Background: an optimization exercise with open tools, aiming at small area. Do not read the settings as production practice.
Only simulation tests tie the RTL to the original design; equivalence was not proved.
No activity file was given, so power comes from the tool's default toggle rates.

## flow/config.mk

```make
export PLATFORM = sky130hd
export DESIGN_NAME = CCI_stage_top
export DESIGN_NICKNAME = CCI_stage_top
export VERILOG_FILES = /design/flow/design.v
export SDC_FILE = /design/flow/constraint.sdc
export NUM_CORES = 4
export LEC_CHECK = 0
export CAP_MARGIN = 20
export CORE_MARGIN = 2
export CORE_UTILIZATION = 40
export SLEW_MARGIN = 20
```

## flow/constraint.sdc

```tcl
create_clock -name core_clock -period 5.0 [get_ports {clk}]
set_input_delay 1.0000 -clock core_clock [delete_from_list [all_inputs] [get_ports {clk}]]
set_output_delay 1.0000 -clock core_clock [all_outputs]
set_load 0.01 [all_outputs]
```

## flow/design.v

```verilog
`timescale 1ns / 1ps
module CCI_stage_top(
		input				clk,
		input				reset,
		input		[31:0]	dataIn,
		output	reg	[31:0]	outputVoltage,
		output	reg			outputValid
		);
	localparam DEPTH = 37;			 
	reg		[16:0]	u;
	reg				live;			 
	reg		[32*DEPTH-1:0]	sr;		 
	reg		[31:0]	hold0;			 
	reg				an;				 
	reg		[15:0]	ax;				 
	reg		[7:0]	y1;				 
	reg		[11:0]	z;				 
	reg		[11:0]	cr;				 
	reg		[11:0]	k1;				 
	wire	[31:0]	s0  = sr[0 +: 32];
	wire	[31:0]	s19 = sr[32*19 +: 32];
	wire	[31:0]	s36 = sr[32*36 +: 32];
	wire	[15:0]	d    = s0[31:16] - s0[15:0];
	wire			edge0 = (u[3:0] == 4'd15);	 
	wire			lineM = (u[16:4] == 13'd0);	 
	wire			cell0 = (u[3:0] == 4'd2);	 
	wire	[18:0]	p10 = {ax, 3'd0} + {2'd0, ax, 1'd0} + (an ? 19'd10 : 19'd0);
	wire	[7:0]	f10 = p10[18:11];
	wire	[7:0]	y1m = edge0 ? 8'd0 : y1;
	wire	[22:0]	pz  = {ax, 7'd0} + {6'd0, ax, 1'd0} + {7'd0, ax} + (an ? 23'd131 : 23'd0) + {y1m, 11'd0};
	wire	[11:0]	crn = (edge0 ? 12'd0 : {4'd0, f10}) + z;
	wire	[11:0]	term = cell0 ? k1 : cr;
	wire	[15:0]	upd  = s19[31:16] + {4'd0, term};
	always @(posedge clk) begin
		sr <= {sr[32*(DEPTH-1)-1 : 32*20], upd, s19[15:0], sr[32*19-1 : 0], dataIn};
		an <= d[15];
		ax <= d ^ {16{d[15]}};
		y1 <= f10;
		z  <= pz[22:11];
		cr <= lineM ? 12'd0 : crn;
		if (cell0) k1 <= cr;
		if (cell0) hold0 <= s36;
	end
	always @(posedge clk or posedge reset) begin
		if (reset) begin
			u             <= 17'h1FFF2;
			live          <= 1'b0;
			outputValid   <= 1'b0;
			outputVoltage <= 32'd0;
		end else begin
			u <= u + 17'd1;
			if (u[5] & ~u[4] & u[1]) live <= 1'b1;				 
			if (~u[5] & u[4] & u[1]) outputValid <= 1'b1;		 
			outputVoltage <= live ? (cell0 ? hold0 : s36) : 32'd0;
		end
	end
endmodule
```

## flow/run.sh

```bash
#!/bin/bash
# synth_recipe.tcl (not shown) runs the flow's synth.tcl, then flattens the netlist and writes it again
# the make line also repeats each setting of config.mk as NAME=value (left out here)
make -C /OpenROAD-flow-scripts/flow DESIGN_CONFIG=/design/flow/config.mk WORK_HOME=/design/flow/orfs CLKGATE_MAP_FILE= SYNTH_SCRIPT=/design/flow/synth_recipe.tcl finish
```

==> flow_summary.json, run 1 <==
{
  "die_w_um": 287.0,
  "rows": 103,
  "hold_buffers": 0,
  "drive_gt1_share_pct": 9.611,
  "pre_cts_ws_ps": 652.9,
  "slew_headroom_pct": 30.47,
  "most-common-layout-cells": "dfxtp_1 (1232), nand2_1 (120), clkbuf_16 (119), ha_1 (102), clkdlybuf4s50_1 (66)",
  "synth_xor_area_share_pct": 2.187,
  "grt_setup_unrepaired": "no",
  "r2r_start": "an$_DFF_P_",
  "synthMuxAreaShare_pct": 0.06640,
  "drt-initial-drc-count": 450,
  "synth_cell_types": 59,
  "viasPerCell": 3.976,
  "r2r_cells": 16,
  "comb_power_share_pct": 19.2,
  "ctsResizeCount": 0,
  "avgSynthCellArea_sq_um": 16.24,
  "power_leakage_nw": 15.94,
  "synth_ff_type": "dfxtp_1",
  "period_share_pct": 85.77,
  "period_needed_ps": 4289,
  "cp-end-kind": "register",
  "tritoncts": "yes",
  "grt_max_degree": 67,
  "layout_commonest_cell": "dfxtp_1",
  "clk_pin_slew_ps": 60,
  "grt_first_pass_wirelength_um": 61090,
  "path_class": "reg2reg",
  "post_cts_buffers": 0,
  "irDropWorstVdd_mv": 0.3258,
  "clkPwrFrac_pct": 32.4,
  "grt_overflow": 0,
  "vias": 13070,
  "whs_path_depth": 0,
  "slew_viol_final": 0,
  "crit_arrival_ps": 4800,
  "tightest_slew_ps": 1043,
  "pwr_density_cell_mw_per_mm2": 705.8,
  "root_buffer": "clkbuf_16",
  "dieArea_sq_mm": 0.08236,
  "setup_violations": 0,
  "synth_compound_area_share_pct": 3.375,
  "clockBufferDepth": 3,
  "critical-path-max-stage-delay_ps": 490,
  "fill_cells": 6752,
  "synth.yosys.seq_area_share_pct": 85.16,
  "wl_per_cell_um": 11.09,
  "hold_path.class": "reg2reg",
  "tns_ps": 0,
  "crit_chain": "fa_1, ha_1, a41o_1, a211oi_1, or3_1, nand2_1, xor2_1, and2_1, ha_1, a21o_1, a21oi_1, o21bai_1, a2111o_1, a32oi_1, xor2_1, nor2_1",
  "holdPathEnd": "sr[569]$_DFF_P_",
  "htreeDepth": 3,
  "first_pass_iters": 4,
  "postSynthCellCount": 1973,
  "portBuffers": 66,
  "switchingPower_mw": 6.862,
  "numCtsBuffers": 114,
  "synth_edf_count": 44,
  "skew_ps": 26.03,
  "yosysWarningCount": 1,
  "status": "timing/DRC/antenna clean",
  "clock_sinks": 1327,
  "n_antenna_cell": 0,
  "die_h_um": 287.0,
  "drc": 0,
  "area_delta_synth_final_pct": 18.20,
  "fmax_ghz": 0.2332,
  "syn-num-nets": 2128,
  "required_ps": 5520,
  "maxCapViolCount": 0,
  "grt_pass1_vias": 13128,
  "r2r-end": "cr[9]$_SDFF_PN0_",
  "routed_wl_um": 36460,
  "seqPwrFrac_pct": 48.5,
  "min_from": "sr[537]$_DFF_P_",
  "synth_area_sq_mm": 0.03203,
  "async_flop_share_pct": 3.843,
  "insertion_delay_ps": 650,
  "finalWorstSetupSlack_ps": 711.5,
  "r2r_slack_ps": 710,
  "worstPathMaxFanout": 4,
  "hold_violations": 0,
  "start_kind": "register",
  "synth_fa_ha_area_share_pct": 5.172,
  "yosys_register_bits": 1327,
  "yosys.area_share.simple_pct": 3.394,
  "ant_nets": 0,
  "grt_usage_pct": 9.079,
  "synth_top_family_by_area": "adder cells",
  "start_util_pct": 40.48,
  "io-pin-count": 67,
  "worst_path_max_delay_cell": "a2111o_1",
  "fin_nets": 2297,
  "antenna_found_initial": 0,
  "dp_hpwl_um": 22520,
  "coreArea_sq_mm": 0.07913,
  "p_sw_share_pct": 25.68,
  "gp_congestion": 0.8358,
  "intPower_mw": 19.86
}
state kept, by name, summed over array words and instances, names as in the netlist, 8 cells and up:
name,cells
z,12
k1,12
sr,1184
u,17
y1,8
ax,15
outputVoltage,32
cr,12
hold0,32
power by group through the flow:
stage	Combinational (mW)	Clock, mW	Sequential [mW]
floorplan	3.78	0	13.0
global placement	5.18	0	13.2
detailed placement	5.19	0	13.2
CTS	5.22	8.96	13.0
global route	5.88	9.39	13.1
finish	5.12	8.65	13.0
how the worst max path moves through the flow:
stage / slack, ps / cells past startpoint / start / to
finish: 710 / 16 / an$_DFF_P_ / cr[9]$_SDFF_PN0_
global route: 420 / 16 / ax[3]$_DFF_P_ / cr[9]$_SDFF_PN0_
CTS: 650 / 16 / an$_DFF_P_ / cr[9]$_SDFF_PN0_
detailed placement: 650 / 16 / an$_DFF_P_ / cr[9]$_SDFF_PN0_
global placement: 780 / 16 / an$_DFF_P_ / cr[9]$_SDFF_PN0_
floorplan: 660 / 14 / u[1]$_DFF_PP1_ / sr[669]$_DFF_P_
critical path, delay by kind of cell (launching register included):
family,cells,cell delay [ps]
flip-flops,1,380
AND/OR/NAND/NOR,4,570
XOR/XNOR,2,350
adder cells (fa/ha/maj),3,1020
AO/OA/AOI/OAI,7,1820
area by class of cell:
cell class	instances	area (sq um)	area share, %
Clock buffer	172	3457	9.131
Clock inverter	39	430.4	1.137
Sequential cell	1327	27280	72.05
Inverter	38	143.9	0.3800
Timing Repair Buffer	68	675.6	1.785
Multi-Input combinational cell	593	4562	12.05
Tap cell	1050	1314	3.470
per-layer routing:
metal / track usage, % / vias to the layer above / part of all wire, %
li1: - / 6755 / -
met5: 0 / - / 0
met3: 2.349 / 111 / 4.1
met1: 10.73 / 5983 / 45
met2: 15.19 / 221 / 47
met4: 4.818 / 0 / 3.8
per-stage QoR:
| stage | cells | instance area (sq um) | hold WS (ps) | total power [mW] | util, % |
|---|---|---|---|---|---|
| detailed placement | 3076 | 33960 | 312.1 | 18.42 | 42.92 |
| global placement | 3076 | 33960 | 309.6 | 18.34 | 42.92 |
| global route | 3287 | 37860 | 305.0 | 28.41 | 47.85 |
| floorplan | 1973 | 32030 | 309.6 | 16.81 | - |
| CTS | 3287 | 37850 | 302.6 | 27.18 | 47.84 |
| finish | 3287 | 37860 | 298.7 | 26.72 | 47.85 |
kinds of logic after synthesis:
| kind of cell | count (synthesis) |
|---|---|
| flops | 1327 |
| simple gates | 240 |
| compound gates | 157 |
| fa+ha+maj | 121 |
| xor+xnor | 73 |
| buf+inv | 53 |
| mux | 2 |
synth_stat cells (4+ instances only):
master | n | area share (%)
or3_1 | 5 | 0.098
xnor2_1 | 53 | 1.4
and3_1 | 8 | 0.16
o21a_1 | 8 | 0.19
dfxtp_1 | 1232 | 77
xor2_1 | 16 | 0.44
edfxtp_1 | 44 | 4.1
nor2b_1 | 11 | 0.21
nand2_1 | 120 | 1.4
a31oi_1 | 9 | 0.18
nand2b_1 | 12 | 0.23
a211oi_1 | 4 | 0.094
o21bai_1 | 7 | 0.16
nand4_1 | 4 | 0.078
a21oi_1 | 37 | 0.58
o2111ai_1 | 4 | 0.11
a21o_1 | 15 | 0.35
fa_1 | 19 | 1.2
and2_1 | 16 | 0.31
a21boi_0 | 34 | 0.80
inv_1 | 37 | 0.43
nor3_1 | 12 | 0.19
nor2_1 | 34 | 0.40
dfstp_2 | 14 | 1.1
ha_1 | 102 | 4.0
dfrtp_1 | 37 | 2.9
clkbuf_1 | 14 | 0.16
o21ai_0 | 18 | 0.28
nand3_1 | 13 | 0.20
==> run 2: changes to the inputs <==
--- a/flow/config.mk
+++ b/flow/config.mk
@@ -8,4 +8,8 @@
 export CAP_MARGIN = 20
 export CORE_MARGIN = 2
-export CORE_UTILIZATION = 40
+export CORE_UTILIZATION = 80
+export CTS_BUF_LIST = sky130_fd_sc_hd__clkbuf_16
+export CTS_CLUSTER_DIAMETER = 45
+export CTS_CLUSTER_SIZE = 30
+export PLACE_DENSITY = 0.88
 export SLEW_MARGIN = 20
==> flow_summary.json, run 2 <==
{
  "grt_pass1_vias": 17252,
  "yosys.area.top_type_share_pct": 77.00,
  "gp_congestion": 0.8045,
  "period_share_pct": 100.2,
  "slew_headroom_pct": 21.51,
  "dp_hpwl_um": 34660,
  "ant_nets": 0,
  "status": "failed layout checks",
  "fin_cells": 2681,
  "period_needed_ps": 5011,
  "drt-initial-drc-count": 1396,
  "reg.largest.list": "sr (1184), hold0 (32), outputVoltage (32)",
  "root_buffer": "clkbuf_16",
  "clock_sinks": 1327,
  "synth.most_common_cell": "dfxtp_1",
  "start_util_pct": 80.81,
  "r2r_start": "ax[5]$_DFF_P_",
  "n_antenna_cell": 0,
  "grt_usage_pct": 36.80,
  "rows": 73,
  "antenna_found_initial": 1,
  "finalWorstSetupSlack_ps": -10.81,
  "numCtsBuffers": 71,
  "grt_overflow": 0,
  "postSynthCellCount": 1973,
  "syn-num-nets": 2128,
  "avgSynthCellArea_sq_um": 16.24,
  "start_kind": "register",
  "switchingPower_mw": 9.693,
  "tritoncts": "yes",
  "clk_pin_slew_ps": 110,
  "drive_gt1_share_pct": 7.328,
  "drc": 0,
  "skew_ps": 37.39,
  "insertion_delay_ps": 650,
  "fill_cells": 1133,
  "synth_ff_type": "dfxtp_1",
  "dieArea_sq_mm": 0.04166,
  "grt_first_pass_wirelength_um": 110100,
  "synth.area.top_cells": "dfxtp_1 (77%), edfxtp_1 (4.1%), ha_1 (4.0%)",
  "hold_path.class": "reg2reg",
  "portBuffers": 66,
  "area_delta_synth_final_pct": 12.13,
  "cp-end-kind": "register",
  "wl_per_cell_um": 29.11,
  "io-pin-count": 67,
  "regMostFlops": "sr",
  "clockBufferDepth": 3,
  "grt_setup_unrepaired": "yes",
  "yosys_register_bits": 1327,
  "pwr_density_cell_mw_per_mm2": 776.0,
  "synth_top_area_cell": "dfxtp_1",
  "violatedChecks": "negative setup slack",
  "synth_area_sq_mm": 0.03203,
  "yosysWarningCount": 1,
  "synth_cell_types": 59,
  "routed_wl_um": 78060,
  "clkPwrFrac_pct": 25.4,
  "min_from": "sr[321]$_DFF_P_",
  "crit_arrival_ps": 5610,
  "required_ps": 5590,
  "worstPathMaxFanout": 5,
  "fmax_ghz": 0.1996,
  "tightest_slew_ps": 1169,
  "p_sw_share_pct": 34.78,
  "die_w_um": 204.1,
  "hold_violations": 0,
  "synth_edf_count": 44,
  "intPower_mw": 18.18,
  "power_leakage_nw": 15.28,
  "coreArea_sq_mm": 0.03964,
  "slew_viol_final": 0,
  "first_pass_iters": 6,
  "maxCapViolCount": 0,
  "vias": 15874,
  "timing.hold.ws_ps": 319.4,
  "viasPerCell": 5.921,
  "irDropWorstVdd_mv": 0.5528,
  "seqPwrFrac_pct": 48.0,
  "most-common-layout-cells": "dfxtp_1 (1230), nand2_1 (120), ha_1 (102), clkbuf_16 (75), clkdlybuf4s50_1 (66)",
  "synth_common_cells": "dfxtp_1 (1232), nand2_1 (120), ha_1 (102)",
  "layout_commonest_cell": "dfxtp_1",
  "path_class": "reg2reg",
  "comb_power_share_pct": 26.6,
  "die_h_um": 204.1,
  "async_flop_share_pct": 3.843,
  "largest_register_ff_count": 1184,
  "critPathLaunch": "ax[5]$_DFF_P_",
  "grt_max_degree": 65,
  "fin_nets": 2254,
  "synth.yosys.seq_area_share_pct": 85.16,
  "pre_cts_ws_ps": 541.8,
  "htreeDepth": 3,
  "dp_cells": 2551,
  "setup_violations": 1
}
## run 2: cell families (layout without fill, tap and decap cells)
| logic type | Yosys count | in the layout | synth area share (%) |
|---|---|---|---|
| flip-flops | 1327 | 1327 | 85.16 |
| AND/OR/NAND/NOR | 240 | 240 | 3.394 |
| AO/OA/AOI/OAI | 157 | 157 | 3.375 |
| adder cells (fa/ha/maj) | 121 | 121 | 5.172 |
| XOR/XNOR | 73 | 73 | 2.187 |
| buffers and inverters | 53 | 236 | 0.6445 |
| multiplexers | 2 | 2 | 0.06640 |
## run 2: worst max-delay path: stages (launching register included)
cell and delay (ps):
dfxtp_1 560, ha_1 330, ha_1 340, o2111ai_1 180
or3_1 450, a31oi_1 570, xor2_1 230, and2_1 240
ha_1 320, inv_1 100, o21bai_1 410, a2111o_1 430
a31oi_2 190, or3_1 450, a21oi_1 170
## run 2: area by class of cell
cell class	count	area, sq um	area share [%]
Sequential cell	1327	27280	75.95
Multi-Input combinational cell	593	4589	12.78
Clock buffer	75	1877	5.225
Clock inverter	55	694.4	1.933
Timing Repair Buffer	68	675.6	1.881
Tap cell	525	656.9	1.829
Inverter	38	143.9	0.4006
## run 2: power by group through the flow
stage | combinational (mW) | clock (mW) | sequential (mW)
global placement | 4.87 | 0 | 13.1
finish | 7.43 | 7.08 | 13.4
floorplan | 3.78 | 0 | 13.0
global route | 7.50 | 7.44 | 13.4
detailed placement | 5.31 | 0 | 13.3
CTS | 6.47 | 7.00 | 13.3
## run 2: timing repair
| item | CTS | global route |
|---|---|---|
| gates cloned | 0 | 0 |
| hold buffers | 0 | 0 |
| buffers inserted | 0 | 0 |
| endpoints found under the hold margin | 0 | 0 |
| resized for setup | 2 | 6 |
| endpoints found under the setup margin | 2 | 6 |
| pin swaps | 0 | 1 |
## run 2: final timing paths
check,end,slack [ps],depth (start not counted)
min reg2reg,sr[353]$_DFF_P_,320,0
max in group asynchronous,u[3]$_DFF_PP0_,3520,2
min,sr[353]$_DFF_P_,320,0
max reg2reg,cr[11]$_SDFF_PN0_,-10,14
min in group asynchronous,outputVoltage[4]$_DFF_PP0_,850,2
max,cr[11]$_SDFF_PN0_,-10,14
## run 2: per-stage QoR
stage          util [%]  total power, mW  instance area [sq um]  setup TNS (ps)
6_report          90.61            27.87                  35920          -10.81
5_1_grt           90.61            28.36                  35920          -62.98
4_1_cts           90.53            26.74                  35890               0
3_5_place_dp      84.02            18.64                  33310               0
3_3_place_gp      84.02            18.01                  33310               0
2_1_floorplan         -            16.81                  32030               0
## run 2: routing by layer
| layer | vias up | GRT usage [%] | wire length (um) |
|---|---|---|---|
| met2 | 1018 | 66.90 | 40240 |
| li1 | 6639 | - | - |
| met5 | - | 0 | 15 |
| met3 | 459 | 8.179 | 5271 |
| met4 | 2 | 23.24 | 6583 |
| met1 | 7756 | 38.41 | 25940 |
==> run 3: changes to the inputs <==
--- a/flow/config.mk
+++ b/flow/config.mk
@@ -8,8 +8,8 @@
 export CAP_MARGIN = 20
 export CORE_MARGIN = 2
-export CORE_UTILIZATION = 80
+export CORE_UTILIZATION = 60
 export CTS_BUF_LIST = sky130_fd_sc_hd__clkbuf_16
-export CTS_CLUSTER_DIAMETER = 45
-export CTS_CLUSTER_SIZE = 30
-export PLACE_DENSITY = 0.88
+export CTS_CLUSTER_DIAMETER = 50
+export CTS_CLUSTER_SIZE = 25
+export PLACE_DENSITY = 0.75
 export SLEW_MARGIN = 20
==> flow_summary.json, run 3 <==
{
  "grt_max_degree": 65,
  "required_ps": 5480,
  "synth.area.top_cells": "dfxtp_1 (77%), edfxtp_1 (4.1%), ha_1 (4.0%)",
  "fill_cells": 3455,
  "die_w_um": 235.1,
  "worstPathMaxFanout": 4,
  "yosys_register_bits": 1327,
  "clockBufferDepth": 3,
  "grt_pass1_vias": 13223,
  "grt_overflow": 0,
  "fin_cells": 2823,
  "rows": 84,
  "drt-initial-drc-count": 522,
  "setup_violations": 0,
  "synth.yosys.seq_area_share_pct": 85.16,
  "vias": 12959,
  "period_needed_ps": 4210,
  "htreeDepth": 3,
  "pwr_density_cell_mw_per_mm2": 675.5,
  "grt_first_pass_wirelength_um": 61610,
  "ant_nets": 0,
  "crit_buf_inv": 0,
  "post_cts_buffers": 0,
  "critical-path-max-stage-delay_ps": 440,
  "synth.most_common_cell": "dfxtp_1",
  "period_share_pct": 84.19,
  "status": "timing/DRC/antenna clean",
  "gp_congestion": 0.8154,
  "avgSynthCellArea_sq_um": 16.24,
  "io-pin-count": 67,
  "tightest_slew_ps": 979.2,
  "wl_per_cell_um": 12.96,
  "drc": 0,
  "fin_nets": 2254,
  "slew_viol_final": 0,
  "cp-end-kind": "register",
  "first_pass_iters": 4,
  "maxCapViolCount": 0,
  "synth_common_cells": "dfxtp_1 (1232), nand2_1 (120), ha_1 (102)",
  "r2r_slack_ps": 790,
  "syn-num-nets": 2128,
  "n_antenna_cell": 0,
  "yosys.area.top_type_share_pct": 77.00,
  "yosysWarningCount": 1,
  "hold_violations": 0,
  "path_class": "reg2reg",
  "layout_commonest_cell": "dfxtp_1",
  "crit_chain": "fa_1, ha_1, a41o_1, a211oi_1, o21bai_1, a21oi_1, xnor2_1, and2_1, ha_1, fa_1, a21o_1, a21oi_1, nor2b_1, o21ai_0, a211oi_1, xnor2_1, nor2_1",
  "start_kind": "register",
  "crit_arrival_ps": 4690,
  "routed_wl_um": 36570,
  "portBuffers": 66,
  "drive_gt1_share_pct": 6.089,
  "tritoncts": "yes",
  "async_flop_share_pct": 3.843,
  "met1_length_um": 15970,
  "area_delta_synth_final_pct": 11.70,
  "antenna_found_initial": 0,
  "dieArea_sq_mm": 0.05525,
  "power_leakage_nw": 15.15,
  "die_h_um": 235.1,
  "path_delay_family": "compound AO/OA/AOI/OAI gates",
  "dp_hpwl_um": 22810,
  "viasPerCell": 4.591,
  "r2r_cells": 17,
  "irDropWorstVdd_mv": 0.3963,
  "clk_pin_slew_ps": 90,
  "slew_headroom_pct": 34.72,
  "largest_register_ff_count": 1184,
  "hold_buffers": 0,
  "r2r-end": "cr[10]$_SDFF_PN0_",
  "skew_ps": 18.37,
  "grt_usage_pct": 13.68,
  "dp_cells": 2714,
  "highest_layer": "met4",
  "reg.largest.list": "sr (1184), hold0 (32), outputVoltage (32)",
  "insertion_delay_ps": 610,
  "worst_path_max_delay_cell": "fa_1",
  "min_from": "sr[211]$_DFF_P_",
  "synth_cell_types": 59,
  "clock_sinks": 1327,
  "hold_path.class": "reg2reg",
  "coreArea_sq_mm": 0.05266,
  "ctsResizeCount": 0,
  "synth_ff_type": "dfxtp_1",
  "start_util_pct": 60.83,
  "grt_setup_unrepaired": "no",
  "fmax_ghz": 0.2375,
  "holdPathEnd": "sr[243]$_DFF_P_",
  "synth_top_area_cell": "dfxtp_1",
  "synth_area_sq_mm": 0.03203,
  "whs_path_depth": 0,
  "numCtsBuffers": 71,
  "postSynthCellCount": 1973,
  "route.met3.wl_um": 1398,
  "synth_edf_count": 44,
  "root_buffer": "clkbuf_16",
  "wl_met2_um": 17750,
  "regMostFlops": "sr",
  "critPathLaunch": "an$_DFF_P_",
  "most-common-layout-cells": "dfxtp_1 (1232), nand2_1 (120), ha_1 (102), clkbuf_16 (74), clkdlybuf4s50_1 (66)",
  "tns_ps": 0,
  "r2r_start": "an$_DFF_P_"
}
## run 3: cell counts after synthesis
No cell type changed its count.
## run 3: worst max path at each step
| stage | depth (start not counted) | end | slack [ps] |
|---|---|---|---|
| after CTS | 17 | cr[10]$_SDFF_PN0_ | 760 |
| after global routing | 17 | cr[10]$_SDFF_PN0_ | 400 |
| after floorplan | 14 | sr[669]$_DFF_P_ | 660 |
| after global placement | 16 | cr[9]$_SDFF_PN0_ | 800 |
| final | 17 | cr[10]$_SDFF_PN0_ | 790 |
| after detailed placement | 17 | cr[10]$_SDFF_PN0_ | 760 |
## run 3: metal layers
| metal | vias to the layer above | GRT usage [%] |
|---|---|---|
| li1 | 6630 | - |
| met1 | 6056 | 16.04 |
| met2 | 191 | 23.67 |
| met3 | 82 | 2.949 |
| met4 | 0 | 7.039 |
| met5 | - | 0 |
## run 3: layout make-up
type / instances / area (sq um) / area share (%)
Multi-Input combinational cell: 593 / 4562 / 12.75
Clock buffer: 74 / 1852 / 5.176
Clock inverter: 35 / 406.6 / 1.137
Sequential cell: 1327 / 27280 / 76.24
Timing Repair Buffer: 68 / 675.6 / 1.888
Inverter: 38 / 143.9 / 0.4022
Tap cell: 688 / 860.8 / 2.406
## run 3: cells by family (layout without fill, tap and decap cells)
kind of cell / Yosys count / count (layout) / synth area share [%]
adders and majority gates: 121 / 121 / 5.172
xor gates and xnor gates: 73 / 73 / 2.187
AOI/OAI and AO/OA: 157 / 157 / 3.375
DFF: 1327 / 1327 / 85.16
and+or+nand+nor: 240 / 240 / 3.394
buffers and inverters: 53 / 215 / 0.6445
muxes: 2 / 2 / 0.06640
## run 3: metrics by stage
step                hold WS (ps)  total power [mW]  cell area [sq um]  worst slack [ps]  util (%)
floorplan                  309.6             16.81              32030             656.1         -
global placement           309.5             18.07              33510             800.9     63.64
detailed placement         312.1             18.22              33510             760.8     63.64
CTS                        313.6             24.48              35770             763.0     67.93
global route               316.1             25.71              35780             399.5     67.95
finish                     320.5             24.17              35780             790.3     67.95
## run 3: power by group
group	leakage, nW	switching [mW]	internal, mW
combinational	2.65	2.69	2.33
sequential	11.4	0.557	12.4
clock	1.14	3.23	2.95
==> run 4: changes to the inputs <==
--- a/flow/config.mk
+++ b/flow/config.mk
@@ -9,7 +9,7 @@
 export CORE_MARGIN = 2
 export CORE_UTILIZATION = 60
-export CTS_BUF_LIST = sky130_fd_sc_hd__clkbuf_16
+export CTS_BUF_LIST = sky130_fd_sc_hd__clkbuf_8
 export CTS_CLUSTER_DIAMETER = 50
-export CTS_CLUSTER_SIZE = 25
+export CTS_CLUSTER_SIZE = 18
 export PLACE_DENSITY = 0.75
 export SLEW_MARGIN = 20
==> flow_summary.json, run 4 <==
{
  "r2r_slack_ps": 800,
  "path_class": "reg2reg",
  "wl_per_cell_um": 12.56,
  "rows": 84,
  "worstPathMaxFanout": 4,
  "routed_wl_um": 35610,
  "critPathLaunch": "an$_DFF_P_",
  "ctsResizeCount": 0,
  "avgSynthCellArea_sq_um": 16.24,
  "synth.yosys.seq_area_share_pct": 85.16,
  "met1_length_um": 15830,
  "irDropWorstVdd_mv": 0.3832,
  "pwr_density_cell_mw_per_mm2": 646.0,
  "antenna_found_initial": 0,
  "synth.most_common_cell": "dfxtp_1",
  "largest_register_ff_count": 1184,
  "ant_nets": 0,
  "clockBufferDepth": 3,
  "post_cts_buffers": 0,
  "synth_common_cells": "dfxtp_1 (1232), nand2_1 (120), ha_1 (102)",
  "grt_max_degree": 65,
  "regMostFlops": "sr",
  "async_flop_share_pct": 3.843,
  "hold_buffers": 0,
  "most-common-layout-cells": "dfxtp_1 (1232), nand2_1 (120), ha_1 (102), clkbuf_8 (90), clkdlybuf4s50_1 (66)",
  "period_share_pct": 84.02,
  "finalWorstSetupSlack_ps": 799.0,
  "area_delta_synth_final_pct": 9.156,
  "yosys_register_bits": 1327,
  "synth_xor_area_share_pct": 2.187,
  "yosys.area_share.simple_pct": 3.394,
  "hold_path.class": "reg2reg",
  "highest_layer": "met4",
  "status": "timing/DRC/antenna clean",
  "maxCapViolCount": 0,
  "dieArea_sq_mm": 0.05525,
  "slew_viol_final": 0,
  "synth_cell_types": 59,
  "synth_ff_type": "dfxtp_1",
  "synth_compound_area_share_pct": 3.375,
  "synthMuxAreaShare_pct": 0.06640,
  "drive_gt1_share_pct": 6.148,
  "yosysWarningCount": 1,
  "route.met3.wl_um": 1481,
  "vias": 12928,
  "reg.largest.list": "sr (1184), hold0 (32), outputVoltage (32)",
  "dp_hpwl_um": 22810,
  "io-pin-count": 67,
  "start_util_pct": 60.83,
  "power_leakage_nw": 14.82,
  "n_antenna_cell": 0,
  "synth_area_sq_mm": 0.03203,
  "worst_path_max_delay_cell": "fa_1",
  "die_w_um": 235.1,
  "cp-end-kind": "register",
  "yosys.area.top_type_share_pct": 77.00,
  "grt_usage_pct": 13.21,
  "wl_met2_um": 16730,
  "crit_chain": "fa_1, ha_1, a41o_1, a211oi_1, o21bai_1, a21oi_1, xnor2_1, and2_1, ha_1, fa_1, a21o_1, a21oi_1, nor2b_1, o21ai_0, a211oi_1, xnor2_1, nor2_1",
  "grt_setup_unrepaired": "no",
  "place_area_sq_mm": 0.03351,
  "synth_edf_count": 44,
  "grt_first_pass_wirelength_um": 59760,
  "grt_pass1_vias": 13124,
  "clk_pin_slew_ps": 110,
  "required_ps": 5570,
  "tns_ps": 0,
  "root_buffer": "clkbuf_8",
  "setup_violations": 0,
  "numCtsBuffers": 88,
  "portBuffers": 66,
  "insertion_delay_ps": 690,
  "die_h_um": 235.1,
  "grt_overflow": 0,
  "syn-num-nets": 2128,
  "start_kind": "register",
  "layout_commonest_cell": "dfxtp_1",
  "synth_fa_ha_area_share_pct": 5.172,
  "slew_headroom_pct": 34.02,
  "synth_top_area_cell": "dfxtp_1",
  "htreeDepth": 3,
  "min_from": "sr[1003]$_DFF_P_",
  "fmax_ghz": 0.2380,
  "gp_congestion": 0.8154,
  "fin_nets": 2271,
  "tightest_slew_ps": 989.7,
  "postSynthCellCount": 1973,
  "first_pass_iters": 4,
  "pre_cts_ws_ps": 760.8,
  "skew_ps": 39.39,
  "drt-initial-drc-count": 501,
  "r2r_start": "an$_DFF_P_",
  "hold_violations": 0,
  "synth_top_family_by_area": "adder cells",
  "period_needed_ps": 4201,
  "p_total_mw": 22.59,
  "fin_cells": 2835,
  "final_cell_area_sq_mm": 0.03496,
  "dp_cells": 2714,
  "drc": 0,
  "clock_sinks": 1327,
  "critical-path-max-stage-delay_ps": 430,
  "tritoncts": "yes",
  "synth.area.top_cells": "dfxtp_1 (77%), edfxtp_1 (4.1%), ha_1 (4.0%)",
  "coreArea_sq_mm": 0.05266,
  "viasPerCell": 4.560,
  "crit_arrival_ps": 4770
}
## run 4: cell counts after synthesis
Identical to the previous run, type by type.
## run 4: area by class of cell
cell class | count | area (sq um)
clock inverter | 31 | 205.2
clock buffer | 90 | 1239
tap | 688 | 860.8
inverter | 38 | 143.9
timing repair buffer | 68 | 675.6
sequential | 1327 | 27280
fill | 3576 | 17690
multi-input combinational | 593 | 4562
## run 4: where the power goes
group / leakage (nW) / switching [mW] / internal [mW] / total [mW]
logic: 2.65 / 2.67 / 2.33 / 5.00
clock network: 0.809 / 2.94 / 1.70 / 4.64
registers: 11.4 / 0.535 / 12.4 / 12.9
## run 4: path summary, 6_finish.rpt
path / end / cells after the start
max: cr[10]$_SDFF_PN0_ / 17
max reg2reg: cr[10]$_SDFF_PN0_ / 17
min reg2reg: sr[1035]$_DFF_P_ / 0
min in group asynchronous: outputVoltage[4]$_DFF_PP0_ / 2
max in group asynchronous: outputVoltage[29]$_DFF_PP0_ / 2
min: sr[1035]$_DFF_P_ / 0
## run 4: per-stage QoR
| stage | hold slack [ps] | utilization (%) |
|---|---|---|
| detailed placement | 312.1 | 63.64 |
| floorplan | 309.6 | - |
| CTS | 313.3 | 66.38 |
| global route | 320.4 | 66.40 |
| finish | 314.1 | 66.40 |
| global placement | 309.5 | 63.64 |
## run 4: worst max-delay path, delay by kind of cell, from the launching register on
family,cells,cell delay (ps)
xor+xnor,2,310
flops,1,390
fa+ha+maj,4,1320
compound gates,8,1720
simple gates,3,330
## run 4: cell families after synthesis
kind of cell	after synthesis
xor+xnor	73
flops	1327
simple gates	240
buf+inv	53
compound gates	157
fa+ha+maj	121
mux	2
## run 4: per-layer routing
metal	GRT usage [%]	vias up
li1	-	6640
met1	15.47	5980
met2	22.42	216
met3	3.019	92
met4	7.557	0
met5	0	-
==> run 5: changes to the inputs <==
--- a/flow/config.mk
+++ b/flow/config.mk
@@ -10,6 +10,6 @@
 export CORE_UTILIZATION = 60
 export CTS_BUF_LIST = sky130_fd_sc_hd__clkbuf_8
-export CTS_CLUSTER_DIAMETER = 50
-export CTS_CLUSTER_SIZE = 18
+export CTS_CLUSTER_DIAMETER = 45
+export CTS_CLUSTER_SIZE = 20
 export PLACE_DENSITY = 0.75
 export SLEW_MARGIN = 20
==> flow_summary.json, run 5 <==
{
  "status": "timing/DRC/antenna clean",
  "start_kind": "register",
  "viasPerCell": 4.514,
  "hold_violations": 0,
  "most-common-layout-cells": "dfxtp_1 (1232), nand2_1 (120), ha_1 (102), clkbuf_8 (101), clkdlybuf4s50_1 (66)",
  "gp_congestion": 0.8154,
  "pwr_density_cell_mw_per_mm2": 660.9,
  "p_total_mw": 23.48,
  "critical-path-max-stage-delay_ps": 440,
  "synth_compound_area_share_pct": 3.375,
  "fill_cells": 3504,
  "synth_cell_types": 59,
  "tightest_slew_ps": 996.2,
  "regMostFlops": "sr",
  "synth.yosys.seq_area_share_pct": 85.16,
  "critPathLaunch": "an$_DFF_P_",
  "layout_commonest_cell": "dfxtp_1",
  "clockBufferDepth": 3,
  "rows": 84,
  "drt-initial-drc-count": 469,
  "synth.most_common_cell": "dfxtp_1",
  "crit_buf_inv": 0,
  "drc": 0,
  "maxCapViolCount": 0,
  "routed_wl_um": 35900,
  "first_pass_iters": 4,
  "drive_gt1_share_pct": 8.059,
  "reg.largest.list": "sr (1184), hold0 (32), outputVoltage (32)",
  "yosysWarningCount": 1,
  "die_h_um": 235.1,
  "async_flop_share_pct": 3.843,
  "yosys.area_share.simple_pct": 3.394,
  "fin_nets": 2275,
  "synthMuxAreaShare_pct": 0.06640,
  "synth.area.top_cells": "dfxtp_1 (77%), edfxtp_1 (4.1%), ha_1 (4.0%)",
  "root_buffer": "clkbuf_8",
  "clock_sinks": 1327,
  "vias": 12964,
  "slew_headroom_pct": 33.59,
  "avgSynthCellArea_sq_um": 16.24,
  "die_w_um": 235.1,
  "ant_nets": 0,
  "hold_path.class": "reg2reg",
  "insertion_delay_ps": 700,
  "ctsResizeCount": 0,
  "numCtsBuffers": 92,
  "setup_violations": 0,
  "synth_edf_count": 44,
  "power_leakage_nw": 15.05,
  "cp-end-kind": "register",
  "wl_per_cell_um": 12.50,
  "start_util_pct": 60.83,
  "crit_arrival_ps": 4790,
  "largest_register_ff_count": 1184,
  "period_share_pct": 84.33,
  "syn-num-nets": 2128,
  "multi_input_area_sq_mm": 0.004562,
  "grt_first_pass_wirelength_um": 60550,
  "io-pin-count": 67,
  "tns_ps": 0,
  "tritoncts": "yes",
  "path_class": "reg2reg",
  "synth_xor_area_share_pct": 2.187,
  "synth_area_sq_mm": 0.03203,
  "path_delay_family": "compound AO/OA/AOI/OAI gates",
  "synth_common_cells": "dfxtp_1 (1232), nand2_1 (120), ha_1 (102)",
  "grt_overflow": 0,
  "synth_fa_ha_area_share_pct": 5.172,
  "portBuffers": 66,
  "post_cts_buffers": 0,
  "crit_chain": "fa_1, ha_1, a41o_1, a211oi_1, o21bai_1, a21oi_1, xnor2_1, and2_1, ha_1, fa_1, a21o_1, a21oi_1, nor2b_1, o21ai_0, a211oi_1, xnor2_1, nor2_1",
  "irDropWorstVdd_mv": 0.3886,
  "antenna_found_initial": 0,
  "worst_path_max_delay_cell": "fa_1",
  "synth_top_family_by_area": "adder cells",
  "synth_top_area_cell": "dfxtp_1",
  "area_delta_synth_final_pct": 10.89,
  "yosys_register_bits": 1327,
  "grt_setup_unrepaired": "no",
  "final-seq-area_sq_mm": 0.02728,
  "r2r_start": "an$_DFF_P_",
  "grt_pass1_vias": 13156,
  "n_antenna_cell": 0,
  "dieArea_sq_mm": 0.05525,
  "grt_usage_pct": 13.38,
  "clk_pin_slew_ps": 110,
  "hold_buffers": 0,
  "worstPathMaxFanout": 4,
  "fmax_ghz": 0.2372,
  "dp_hpwl_um": 22810,
  "skew_ps": 37.32,
  "min_from": "sr[670]$_DFF_P_",
  "coreArea_sq_mm": 0.05266,
  "required_ps": 5570,
  "yosys.area.top_type_share_pct": 77.00,
  "grt_max_degree": 65,
  "slew_viol_final": 0,
  "htreeDepth": 3,
  "synth_ff_type": "dfxtp_1",
  "postSynthCellCount": 1973,
  "period_needed_ps": 4217
}
## run 5: cell counts after synthesis
Identical to the previous run, type by type.
## run 5: worst paths after layout
check	to	slack, ps	cells past startpoint
max in group asynchronous	u[2]$_DFF_PP0_	3630	2
min	sr[702]$_DFF_P_	310	0
max reg2reg	cr[10]$_SDFF_PN0_	780	17
min in group asynchronous	outputVoltage[4]$_DFF_PP0_	780	2
max	cr[10]$_SDFF_PN0_	780	17
min reg2reg	sr[702]$_DFF_P_	310	0
## run 5: area by class of cell
class,instances,share of cell area [%]
Sequential cell,1327,76.80
Multi-Input combinational cell,593,12.84
Clock buffer,101,3.913
Tap cell,688,2.423
Timing Repair Buffer,68,1.902
Clock inverter,57,1.715
Inverter,38,0.4051
## run 5: power breakdown
group	internal (mW)	switching, mW
clock	2.27	3.26
combinational	2.33	2.66
sequential	12.4	0.543
## run 5: per-layer routing
| metal | part of all wire, % | routed length, um | track usage [%] |
|---|---|---|---|
| met2 | 47 | 16820 | 22.42 |
| met1 | 45 | 16010 | 15.77 |
| met3 | 4.0 | 1446 | 3.066 |
| met4 | 4.5 | 1621 | 7.979 |
| met5 | 0 | 0 | 0 |
## run 5: cell families (layout without fill, tap and decap cells)
| family | count (synthesis) | in the layout |
|---|---|---|
| AO/OA/AOI/OAI | 157 | 157 |
| XOR/XNOR | 73 | 73 |
| adder cells (fa/ha/maj) | 121 | 121 |
| buffers and inverters | 53 | 264 |
| flip-flops | 1327 | 1327 |
| multiplexers | 2 | 2 |
| AND/OR/NAND/NOR | 240 | 240 |
## run 5: per-stage QoR
step           instances  cell area, sq um  utilization, %  hold slack (ps)  setup slack, ps
5_1_grt             2872             35520           67.46            309.1            367.4
2_1_floorplan       1973             32030               -            309.6            656.1
4_1_cts             2872             35510           67.44            301.3            728.4
3_5_place_dp        2714             33510           63.64            312.1            760.8
6_report            2872             35520           67.46            309.2            783.3
3_3_place_gp        2714             33510           63.64            309.5            800.9
==> run 6: changes to the inputs <==
==> flow/flow/run.sh (new file) <==
#!/bin/bash
# The standard layout (standard.sh), with two changes made through ORFS's own
# variables: the port buffers use the smallest buffer cell, and CTS balances
# the tree without dummy loads. Each tool's output goes to orfs/logs; make's
# own output goes to flow_make.log here.
set -euo pipefail
export BUFFER_PORTS_ARGS="-buffer_cell sky130_fd_sc_hd__buf_1"
export CTS_ARGS="-sink_clustering_enable -repair_clock_nets -dont_use_dummy_load -sink_clustering_size 18 -sink_clustering_max_diameter 50 -buf_list sky130_fd_sc_hd__clkbuf_8"
bash standard.sh > flow_make.log 2>&1
==> flow/standard.sh (new file) <==
#!/bin/bash
# synth_recipe.tcl (not shown) runs the flow's synth.tcl, then flattens the netlist and writes it again
# the make line also repeats each setting of config.mk as NAME=value (left out here)
make -C /OpenROAD-flow-scripts/flow DESIGN_CONFIG=/design/flow/config.mk WORK_HOME=/design/flow/orfs CLKGATE_MAP_FILE= SYNTH_SCRIPT=/design/flow/synth_recipe.tcl "${@:-finish}"
--- a/flow/config.mk
+++ b/flow/config.mk
@@ -10,6 +10,6 @@
 export CORE_UTILIZATION = 60
 export CTS_BUF_LIST = sky130_fd_sc_hd__clkbuf_8
-export CTS_CLUSTER_DIAMETER = 45
-export CTS_CLUSTER_SIZE = 20
+export CTS_CLUSTER_DIAMETER = 50
+export CTS_CLUSTER_SIZE = 18
 export PLACE_DENSITY = 0.75
 export SLEW_MARGIN = 20
removed: flow/run.sh
==> flow_summary.json, run 6 <==
{
  "crit_chain": "fa_1, ha_1, a41o_1, a211oi_1, or3_1, nand2_1, xor2_1, and2_1, ha_1, a21o_1, a21oi_1, o21bai_1, a2111o_1, a32oi_1, xor2_1, nor2_1",
  "grt_overflow": 0,
  "tns_ps": 0,
  "insertion_delay_ps": 680,
  "period_needed_ps": 4228,
  "synth_ff_type": "dfxtp_1",
  "r2r_start": "an$_DFF_P_",
  "most-common-layout-cells": "dfxtp_1 (1232), nand2_1 (120), ha_1 (102), clkbuf_8 (89), buf_1 (66)",
  "worstPathMaxFanout": 4,
  "path_class": "reg2reg",
  "start_util_pct": 60.83,
  "drc": 0,
  "r2r-end": "cr[9]$_SDFF_PN0_",
  "die_h_um": 235.1,
  "numCtsBuffers": 89,
  "synth_fa_ha_area_share_pct": 5.172,
  "grt_pass1_vias": 12870,
  "reg.largest.list": "sr (1184), hold0 (32), outputVoltage (32)",
  "pwr_density_cell_mw_per_mm2": 646.0,
  "hold_path.class": "reg2reg",
  "hold_violations": 0,
  "layout_commonest_cell": "dfxtp_1",
  "grt_max_degree": 65,
  "start_kind": "register",
  "synth_xor_area_share_pct": 2.187,
  "cp.depth": 16,
  "synth_top_family_by_area": "adder cells",
  "io-pin-count": 67,
  "critPathLaunch": "an$_DFF_P_",
  "synth_edf_count": 44,
  "fill_cells": 3684,
  "dieArea_sq_mm": 0.05525,
  "fin_nets": 2272,
  "rows": 84,
  "skew_ps": 86.35,
  "yosys_register_bits": 1327,
  "r2r_cells": 16,
  "yosys.area.top_type_share_pct": 77.00,
  "slew_headroom_pct": 35.30,
  "yosysWarningCount": 1,
  "final-seq-area_sq_mm": 0.02728,
  "critical-path-max-stage-delay_ps": 480,
  "die_w_um": 235.1,
  "wl_per_cell_um": 12.48,
  "fmax_ghz": 0.2365,
  "synth_cell_types": 59,
  "irDropWorstVdd_mv": 0.3452,
  "n_antenna_cell": 0,
  "antenna_found_initial": 0,
  "period_share_pct": 84.57,
  "status": "timing/DRC/antenna clean",
  "worst_path_max_delay_cell": "a2111o_1",
  "grt_setup_unrepaired": "no",
  "area_delta_synth_final_pct": 7.183,
  "gp_congestion": 0.7669,
  "hold_buffers": 0,
  "r2r_slack_ps": 770,
  "avgSynthCellArea_sq_um": 16.24,
  "yosys.area_share.simple_pct": 3.394,
  "place_area_sq_mm": 0.03310,
  "largest_register_ff_count": 1184,
  "dp_hpwl_um": 22560,
  "maxCapViolCount": 0,
  "synth_top_area_cell": "dfxtp_1",
  "crit_arrival_ps": 4730,
  "synth_common_cells": "dfxtp_1 (1232), nand2_1 (120), ha_1 (102)",
  "path_delay_family": "compound AO/OA/AOI/OAI gates",
  "final_cell_area_sq_mm": 0.03433,
  "grt_first_pass_wirelength_um": 58350,
  "portBuffers": 66,
  "synth_area_sq_mm": 0.03203,
  "syn-num-nets": 2128,
  "required_ps": 5500,
  "synth.area.top_cells": "dfxtp_1 (77%), edfxtp_1 (4.1%), ha_1 (4.0%)",
  "ctsResizeCount": 0,
  "clockBufferDepth": 3,
  "multi_input_area_sq_mm": 0.004562,
  "clk_pin_slew_ps": 90,
  "post_cts_buffers": 0,
  "setup_violations": 0,
  "root_buffer": "clkbuf_8",
  "synth.yosys.seq_area_share_pct": 85.16,
  "coreArea_sq_mm": 0.05266,
  "crit_end": "cr[9]$_SDFF_PN0_",
  "viasPerCell": 4.571,
  "grt_usage_pct": 12.92,
  "clock_sinks": 1327,
  "postSynthCellCount": 1973,
  "synth.most_common_cell": "dfxtp_1",
  "first_pass_iters": 4,
  "power_leakage_nw": 14.47,
  "ant_nets": 0,
  "drt-initial-drc-count": 443,
  "synthMuxAreaShare_pct": 0.06640,
  "async_flop_share_pct": 3.843,
  "drive_gt1_share_pct": 5.579,
  "vias": 12812,
  "slew_viol_final": 0,
  "cp-end-kind": "register",
  "tightest_slew_ps": 970.5,
  "crit_buf_inv": 0,
  "regMostFlops": "sr",
  "tritoncts": "yes",
  "routed_wl_um": 34970,
  "synth_compound_area_share_pct": 3.375,
  "htreeDepth": 3
}
run 6: changes by cell type in the layout (fill, tap and decap cells not counted), sizes merged:
| cell | delta |
|---|---|
| buf | +66 |
| bufinv | -5 |
| clkbuf | -12 |
| clkdlybuf4s50 | -66 |
| clkinv | -16 |
| clkinvlp | -7 |
| inv | -29 |
run 6: power by group:
part	switching [mW]	total [mW]	internal (mW)
sequential	0.536	13.0	12.4
combinational	2.64	4.88	2.24
clock	2.75	4.35	1.60
run 6: worst min path at each step:
| stage | endpoint | start | slack (ps) | cells past startpoint |
|---|---|---|---|---|
| floorplan | sr[1000]$_DFF_P_ | sr[968]$_DFF_P_ | 310 | 0 |
| global placement | sr[186]$_DFF_P_ | sr[154]$_DFF_P_ | 310 | 0 |
| detailed placement | sr[1001]$_DFF_P_ | sr[969]$_DFF_P_ | 310 | 0 |
| CTS | sr[406]$_DFF_P_ | sr[374]$_DFF_P_ | 280 | 0 |
| global route | sr[471]$_DFF_P_ | sr[439]$_DFF_P_ | 290 | 0 |
| finish | sr[472]$_DFF_P_ | sr[440]$_DFF_P_ | 290 | 0 |
run 6: worst register-to-register path: stages, from the launching register on:
cell	delay, ps
dfxtp_1	390
fa_1	440
ha_1	280
a41o_1	240
a211oi_1	350
or3_1	210
nand2_1	110
xor2_1	180
and2_1	200
ha_1	280
a21o_1	160
a21oi_1	210
o21bai_1	120
a2111o_1	480
a32oi_1	220
xor2_1	170
nor2_1	50
run 6: logic make-up (layout without fill, tap and decap cells):
logic type,after synthesis,after routing
XOR/XNOR,73,73
buffers and inverters,53,195
flip-flops,1327,1327
AND/OR/NAND/NOR,240,240
AO/OA/AOI/OAI,157,157
multiplexers,2,2
adder cells (fa/ha/maj),121,121
run 6: routing by layer:
layer	vias up	part of all wire (%)	wire length (um)	global-route usage [%]
met1	5954	44	15500	15.14
li1	6584	-	-	-
met2	194	48	16650	22.05
met4	0	3.8	1325	6.866
met3	80	4.3	1494	3.102
met5	-	0	0	0
run 6: area by class of cell:
class                      instances  area share [%]
timing repair buffer              68          0.7653
multi-input combinational        593           13.29
clock buffer                      89           3.568
tap                              688           2.507
sequential                      1327           79.45
inverter                          38          0.4191
run 6: stage by stage:
stage	setup slack, ps	instances	total power [mW]	utilization, %	hold slack [ps]
finish	771.5	2803	22.18	65.20	291.2
global route	495.3	2803	23.69	65.20	288.4
CTS	725.6	2803	22.51	65.18	280.6
detailed placement	796.9	2714	18.13	62.86	312.1
global placement	801.0	2714	17.98	62.86	309.5
floorplan	656.1	1973	16.81	-	309.6
==> run 7: changes to the inputs <==
--- a/flow/flow/run.sh
+++ b/flow/flow/run.sh
@@ -6,4 +6,4 @@
 set -euo pipefail
 export BUFFER_PORTS_ARGS="-buffer_cell sky130_fd_sc_hd__buf_1"
-export CTS_ARGS="-sink_clustering_enable -repair_clock_nets -dont_use_dummy_load -sink_clustering_size 18 -sink_clustering_max_diameter 50 -buf_list sky130_fd_sc_hd__clkbuf_8"
+export CTS_ARGS="-sink_clustering_enable -repair_clock_nets -dont_use_dummy_load -sink_clustering_size 22 -sink_clustering_max_diameter 40 -buf_list sky130_fd_sc_hd__clkbuf_8"
 bash standard.sh > flow_make.log 2>&1
==> flow/config.mk (replaced) <==
export PLATFORM = sky130hd
export DESIGN_NAME = CCI_stage_top
export DESIGN_NICKNAME = CCI_stage_top
export VERILOG_FILES = /design/flow/design.v
export SDC_FILE = /design/flow/constraint.sdc
export NUM_CORES = 4
export LEC_CHECK = 0
export CAP_MARGIN = 20
export CORE_MARGIN = 2
export CORE_UTILIZATION = 70
export PLACE_DENSITY = 0.8
export SLEW_MARGIN = 20
==> flow_summary.json, run 7 <==
{
  "status": "timing/DRC/antenna clean",
  "die_w_um": 217.9,
  "worst_path_max_delay_cell": "a2111o_1",
  "slew_headroom_pct": 32.20,
  "htreeDepth": 3,
  "synth_top_area_cell": "dfxtp_1",
  "period_share_pct": 83.15,
  "synth_compound_area_share_pct": 3.375,
  "layout_commonest_cell": "dfxtp_1",
  "numCtsBuffers": 100,
  "grt_max_degree": 65,
  "dp_cells": 2629,
  "synth_xor_area_share_pct": 2.187,
  "ctsResizeCount": 0,
  "tns_ps": 0,
  "post_cts_buffers": 0,
  "synth.most_common_cell": "dfxtp_1",
  "critical-path-max-stage-delay_ps": 480,
  "dieArea_sq_mm": 0.04749,
  "crit_arrival_ps": 4680,
  "hold_violations": 0,
  "tightest_slew_ps": 1017,
  "vias": 13112,
  "reg.largest.list": "sr (1184), hold0 (32), outputVoltage (32)",
  "async_flop_share_pct": 3.843,
  "maxCapViolCount": 0,
  "synth_cell_types": 59,
  "intPower_mw": 16.46,
  "fmax_ghz": 0.2405,
  "first_pass_iters": 7,
  "clkPwrFrac_pct": 20.5,
  "place_area_sq_mm": 0.03301,
  "holdPathEnd": "sr[711]$_DFF_P_",
  "p_sw_share_pct": 27.21,
  "r2r-end": "cr[9]$_SDFF_PN0_",
  "fin_cells": 2730,
  "r2r_start": "an$_DFF_P_",
  "routed_wl_um": 41740,
  "avgSynthCellArea_sq_um": 16.24,
  "syn-num-nets": 2128,
  "antenna_found_initial": 1,
  "drc": 0,
  "r2r_slack_ps": 840,
  "yosys_register_bits": 1327,
  "slew_viol_final": 0,
  "synth_area_sq_mm": 0.03203,
  "grt_overflow": 0,
  "synth_fa_ha_area_share_pct": 5.172,
  "irDropWorstVdd_mv": 0.4485,
  "whs_path_depth": 0,
  "worstPathMaxFanout": 4,
  "synth.area.top_cells": "dfxtp_1 (77%), edfxtp_1 (4.1%), ha_1 (4.0%)",
  "post-route-util_pct": 75.96,
  "start_kind": "register",
  "skew_ps": 73.99,
  "cp-end-kind": "register",
  "clk_pin_slew_ps": 110,
  "yosys.area.top_type_share_pct": 77.00,
  "pwr_density_cell_mw_per_mm2": 657.4,
  "wl_per_cell_um": 15.29,
  "grt_usage_pct": 18.39,
  "fill_cells": 2528,
  "most-common-layout-cells": "dfxtp_1 (1232), nand2_1 (120), ha_1 (102), clkbuf_8 (100), buf_1 (66)",
  "period_needed_ps": 4158,
  "viasPerCell": 4.803,
  "drt-initial-drc-count": 532,
  "synthMuxAreaShare_pct": 0.06640,
  "postSynthCellCount": 1973,
  "min_from": "sr[679]$_DFF_P_",
  "io-pin-count": 67,
  "largest_register_ff_count": 1184,
  "grt_first_pass_wirelength_um": 67530,
  "switchingPower_mw": 6.153,
  "hold_buffers": 0,
  "synth_top_family_by_area": "adder cells",
  "fin_nets": 2286,
  "synth_common_cells": "dfxtp_1 (1232), nand2_1 (120), ha_1 (102)",
  "grt_setup_unrepaired": "no",
  "r2r_cells": 16,
  "portBuffers": 66,
  "setup_violations": 0,
  "seqPwrFrac_pct": 57.6,
  "rows": 78,
  "start_util_pct": 70.74,
  "dp_hpwl_um": 27020,
  "clockBufferDepth": 3,
  "insertion_delay_ps": 690,
  "synth.yosys.seq_area_share_pct": 85.16,
  "pre_cts_ws_ps": 763.0,
  "yosysWarningCount": 1,
  "drive_gt1_share_pct": 6.200,
  "tritoncts": "yes",
  "regMostFlops": "sr",
  "comb_power_share_pct": 21.9,
  "gp_congestion": 0.8142,
  "grt_pass1_vias": 14167,
  "finalWorstSetupSlack_ps": 842.5,
  "die_h_um": 217.9,
  "root_buffer": "clkbuf_8",
  "path_class": "reg2reg",
  "area_delta_synth_final_pct": 7.386,
  "coreArea_sq_mm": 0.04528,
  "synth_ff_type": "dfxtp_1",
  "required_ps": 5520,
  "power_leakage_nw": 14.56,
  "yosys.area_share.simple_pct": 3.394,
  "final_cell_area_sq_mm": 0.03440,
  "hold_path.class": "reg2reg",
  "clock_sinks": 1327,
  "crit_chain": "fa_1, ha_1, a41o_1, a211oi_1, or3_1, nand2_1, xor2_1, and2_1, ha_1, a21o_1, a21oi_1, o21bai_1, a2111o_1, a32oi_1, xor2_1, nor2_1",
  "ant_nets": 0,
  "synth_edf_count": 44
}
==> run 7: cell counts after synthesis <==
No cell type changed its count.
==> run 7: layout make-up <==
cell class	instances	area (sq um)	area share [%]
Inverter	38	142.6	0.4147
Clock buffer	100	1376	4.001
Multi-Input combinational cell	593	4562	13.26
Timing Repair Buffer	71	285.3	0.8293
Antenna cell	1	2.502	0.007275
Tap cell	600	750.7	2.182
Sequential cell	1327	27280	79.30
==> run 7: worst max path at each step <==
stage                              start                to  slack [ps]  cells after the start
after floorplan           u[1]$_DFF_PP1_   sr[669]$_DFF_P_         660                     14
after global placement        an$_DFF_P_  cr[9]$_SDFF_PN0_         800                     16
after detailed placement      an$_DFF_P_  cr[9]$_SDFF_PN0_         760                     16
after CTS                     an$_DFF_P_  cr[9]$_SDFF_PN0_         760                     16
after global routing          an$_DFF_P_  cr[9]$_SDFF_PN0_         440                     16
final                         an$_DFF_P_  cr[9]$_SDFF_PN0_         840                     16
==> run 7: cell families after synthesis <==
logic type / after synthesis
and+or+nand+nor: 240
buffers and inverters: 53
AOI/OAI and AO/OA: 157
DFF: 1327
xor gates and xnor gates: 73
muxes: 2
adders and majority gates: 121
==> run 7: per-stage QoR <==
stage / power (mW) / hold WS (ps)
6_report: 22.61 / 271.2
5_1_grt: 24.03 / 269.0
4_1_cts: 22.89 / 274.4
3_5_place_dp: 18.24 / 312.1
3_3_place_gp: 18.09 / 309.5
2_1_floorplan: 16.81 / 309.6
==> run 7: power by group through the flow <==
stage               sequential [mW]  clock (mW)  combinational, mW
detailed placement             13.3           0               4.96
global route                   13.2        5.16               5.67
global placement               13.1           0               4.94
finish                         13.0        4.63               4.95
floorplan                      13.0           0               3.78
CTS                            13.1        4.80               5.02
==> run 7: critical path: cells and delay by family, from the launching register on <==
kind	cells	cell delay, ps
adders and majority gates	3	990
xor gates and xnor gates	2	330
AOI/OAI and AO/OA	7	1820
DFF	1	370
and+or+nand+nor	4	520
==> run 7: layer usage <==
layer | global-route usage, % | part of all wire, % | up-vias
li1 | - | - | 6618
met1 | 19.84 | 41 | 6142
met2 | 34.28 | 52 | 234
met3 | 4.003 | 3.4 | 118
met4 | 8.367 | 4.1 | 0
met5 | 0 | 0 | -
==> run 8: changes to the inputs <==
--- a/flow/flow/run.sh
+++ b/flow/flow/run.sh
@@ -6,4 +6,4 @@
 set -euo pipefail
 export BUFFER_PORTS_ARGS="-buffer_cell sky130_fd_sc_hd__buf_1"
-export CTS_ARGS="-sink_clustering_enable -repair_clock_nets -dont_use_dummy_load -sink_clustering_size 22 -sink_clustering_max_diameter 40 -buf_list sky130_fd_sc_hd__clkbuf_8"
+export CTS_ARGS="-sink_clustering_enable -repair_clock_nets -dont_use_dummy_load -sink_clustering_size 20 -sink_clustering_max_diameter 50 -buf_list sky130_fd_sc_hd__clkbuf_8"
 bash standard.sh > flow_make.log 2>&1
--- a/flow/config.mk
+++ b/flow/config.mk
@@ -6,7 +6,8 @@
 export NUM_CORES = 4
 export LEC_CHECK = 0
+export ABC_AREA = 1
 export CAP_MARGIN = 20
 export CORE_MARGIN = 2
-export CORE_UTILIZATION = 70
-export PLACE_DENSITY = 0.8
+export CORE_UTILIZATION = 60
+export PLACE_DENSITY = 0.75
 export SLEW_MARGIN = 20
==> flow_summary.json, run 8 <==
{
  "fill_cells": 3948,
  "switchingPower_mw": 5.667,
  "slew_headroom_pct": 37.34,
  "synth_ff_type": "dfxtp_1",
  "crit_chain": "fa_1, ha_1, nand2_1, o21bai_1, nand2_1, nand2_1, nand3_1, nand2_1, nand2_1, a21oi_1, ha_1, fa_1, nand2_1, o21ai_0, a21oi_1, or2_2, a21oi_1",
  "grt_setup_unrepaired": "no",
  "crit_buf_inv": 0,
  "hold_buffers": 0,
  "dieArea_sq_mm": 0.05734,
  "finalWorstSetupSlack_ps": 1455,
  "area_delta_synth_final_pct": 6.918,
  "largest_register_ff_count": 1184,
  "io-pin-count": 67,
  "synth_area_sq_mm": 0.03326,
  "grt_first_pass_wirelength_um": 70220,
  "avgSynthCellArea_sq_um": 13.78,
  "timing.hold.ws_ps": 270.7,
  "cp_common_cell": "nand2_1",
  "tns_ps": 0,
  "period_needed_ps": 3545,
  "die_w_um": 239.5,
  "ant_nets": 0,
  "worstPathMaxFanout": 4,
  "htreeDepth": 3,
  "place_area_sq_mm": 0.03439,
  "cp.depth": 17,
  "regMostFlops": "sr",
  "synth_common_cells": "dfxtp_1 (1232), nand2_1 (357), inv_1 (158)",
  "busiest_layer": "met2",
  "slew_viol_final": 0,
  "dp_cells": 3217,
  "synth.area.top_cells": "dfxtp_1 (74%), nand2_1 (4.0%), edfxtp_1 (4.0%)",
  "grt_max_degree": 65,
  "hold_path.class": "reg2reg",
  "final-seq-area_sq_mm": 0.02728,
  "insertion_delay_ps": 650,
  "irDropWorstVdd_mv": 0.3282,
  "critical-path-max-stage-delay_ps": 440,
  "synth.yosys.seq_area_share_pct": 82.01,
  "drt-initial-drc-count": 555,
  "wl_per_cell_um": 12.98,
  "intPower_mw": 15.23,
  "start_kind": "register",
  "root_buffer": "clkbuf_8",
  "seqPwrFrac_pct": 61.1,
  "r2r-end": "cr[6]$_SDFF_PN0_",
  "first_pass_iters": 4,
  "coreArea_sq_mm": 0.05499,
  "most-common-layout-cells": "dfxtp_1 (1232), nand2_1 (357), inv_1 (157), nor2_1 (138), ha_1 (102)",
  "grtUsageMet1_pct": 17.53,
  "die_h_um": 239.5,
  "portBuffers": 66,
  "ctsResizeCount": 0,
  "yosysWarningCount": 1,
  "r2r_slack_ps": 1460,
  "grt_usage_pct": 15.50,
  "setup_violations": 0,
  "rows": 86,
  "start_util_pct": 60.49,
  "synth_top_area_cell": "dfxtp_1",
  "antenna_found_initial": 0,
  "numCtsBuffers": 85,
  "crit_arrival_ps": 4120,
  "fin_cells": 3302,
  "synth_cell_types": 41,
  "multi_input_area_sq_mm": 0.005309,
  "cp-end-kind": "register",
  "post-route-util_pct": 64.68,
  "grt_pass1_vias": 14969,
  "r2r_start": "an$_DFF_P_",
  "yosys_register_bits": 1327,
  "critPathLaunch": "an$_DFF_P_",
  "yosys.area.top_type_share_pct": 74.15,
  "final_cell_area_sq_mm": 0.03556,
  "min_from": "sr[446]$_DFF_P_",
  "synth.most_common_cell": "dfxtp_1",
  "drive_gt1_share_pct": 4.894,
  "tritoncts": "yes",
  "async_flop_share_pct": 3.843,
  "viasPerCell": 4.512,
  "p_total_mw": 20.90,
  "reg.largest.list": "sr (1184), hold0 (32), outputVoltage (32)",
  "post_cts_buffers": 0,
  "syn-num-nets": 2569,
  "pwr_density_cell_mw_per_mm2": 587.6,
  "fin_nets": 2711,
  "p_sw_share_pct": 27.12,
  "grtUsageMet2_pct": 28.06,
  "fmax_ghz": 0.2821,
  "tightest_slew_ps": 939.9,
  "dp_hpwl_um": 30150,
  "crit_end": "cr[6]$_SDFF_PN0_",
  "vias": 14897,
  "period_share_pct": 70.90,
  "routed_wl_um": 42870,
  "clockBufferDepth": 3,
  "pre_cts_ws_ps": 1498,
  "power_leakage_nw": 15.80,
  "clock_sinks": 1327,
  "path_delay_family": "adder cells",
  "path_class": "reg2reg",
  "clk_pin_slew_ps": 100,
  "n_antenna_cell": 0,
  "hold_violations": 0,
  "maxCapViolCount": 0,
  "layout_commonest_cell": "dfxtp_1",
  "comb_power_share_pct": 18.5,
  "skew_ps": 62.25,
  "drc": 0,
  "postSynthCellCount": 2414,
  "r2r_cells": 17,
  "synth_edf_count": 44,
  "gp_congestion": 0.8315,
  "worst_path_max_delay_cell": "fa_1",
  "clkPwrFrac_pct": 20.4,
  "grt_overflow": 0,
  "required_ps": 5580,
  "met3_usage_pct": 3.008,
  "status": "timing/DRC/antenna clean"
}
[run 8: cell types whose count changed after synthesis, sizes merged, moves of 14 or more]
cell / delta
nand2: +244
nor2: +105
a21oi: +20
xnor2: -47
o21ai: +35
inv: +122
xor2: +14
a21boi: -31
nand3: +54
[run 8: worst reg2reg max path, cell delays in order (launching register included)]
cell and delay, ps:
dfxtp_1 380, fa_1 440, ha_1 330, nand2_1 60, o21bai_1 260, nand2_1 90, nand2_1 90, nand3_1 90
nand2_1 70, nand2_1 60, a21oi_1 180, ha_1 230, fa_1 200, nand2_1 80, o21ai_0 370, a21oi_1 140
or2_2 290, a21oi_1 120
[run 8: logic make-up (layout without fill, tap and decap cells)]
kind of cell / Yosys count / after routing / share of synthesized area [%]
fa+ha+maj: 121 / 121 / 4.980
xor+xnor: 37 / 37 / 0.9743
simple gates: 618 / 618 / 7.775
compound gates: 137 / 137 / 2.231
buf+inv: 174 / 314 / 2.028
flops: 1327 / 1327 / 82.01
[run 8: final cells by class]
| class | instances | share of cell area (%) |
|---|---|---|
| Sequential cell | 1327 | 76.71 |
| Tap cell | 748 | 2.632 |
| Inverter | 161 | 1.706 |
| Timing Repair Buffer | 68 | 0.7388 |
| Multi-Input combinational cell | 913 | 14.93 |
| Clock buffer | 85 | 3.290 |
[run 8: worst min path at each step]
stage | end | slack (ps) | depth (start not counted)
2_1_floorplan | sr[1000]$_DFF_P_ | 310 | 0
3_3_place_gp | sr[734]$_DFF_P_ | 310 | 0
3_5_place_dp | sr[93]$_DFF_P_ | 310 | 0
4_1_cts | sr[416]$_DFF_P_ | 270 | 0
5_1_grt | sr[478]$_DFF_P_ | 260 | 0
6_report | sr[478]$_DFF_P_ | 270 | 0
[run 8: routing by layer]
layer / vias to the layer above / wire (um)
met2: 199 / 21290
met5: - / 0
met3: 86 / 1461
met4: 0 / 1470
li1: 7816 / -
met1: 6796 / 18650
[run 8: power by group through the flow]
stage               registers (mW)  logic (mW)  clock network (mW)
floorplan                     12.9        2.80                   0
global placement              13.0        3.90                   0
detailed placement            13.0        3.89                   0
CTS                           12.8        3.91                4.47
global route                  12.9        4.50                4.84
finish                        12.8        3.86                4.27

## what the ideal ports hide
No port has a modelled driver above. Below, the same layouts with a new extraction and two added sets of constraints. Step 1: set_driving_cell puts a clkbuf_16 on clk and a buf_2 on each other input, an assumption about the parent block. Step 2 also shifts input and output timing later by t, the mid clock arrival at the registers, as if the neighbouring blocks saw the same clock. Three values: ideal ports, drivers, drivers and shift; two values: the first two.
| run | t (ns) | slack for setup (ns) | latest minus earliest clock arrival (ns) | worst data-port slew with drivers (ns) | pins driven straight from the clock port |
|---|---|---|---|---|---|
| run 1 | 0.700 | 0.711 / 0.711 / 0.711 | 0.028 / 0.029 | 0.03 | 1 |
| run 2 | 0.695 | -0.011 / -0.011 / -0.011 | 0.039 / 0.039 | 0.05 | 1 |
| run 3 | 0.657 | 0.790 / 0.790 / 0.790 | 0.027 / 0.027 | 0.03 | 1 |
| run 4 | 0.724 | 0.799 / 0.799 / 0.799 | 0.042 / 0.041 | 0.03 | 1 |
| run 5 | 0.733 | 0.783 / 0.783 / 0.783 | 0.037 / 0.038 | 0.03 | 1 |
| run 6 | 0.688 | 0.772 / 0.772 / 0.772 | 0.087 / 0.086 | 0.03 | 1 |
| run 7 | 0.713 | 0.842 / 0.842 / 0.842 | 0.084 / 0.084 | 0.05 | 1 |
| run 8 | 0.696 | 1.455 / 1.455 / 1.455 | 0.099 / 0.099 | 0.04 | 1 |
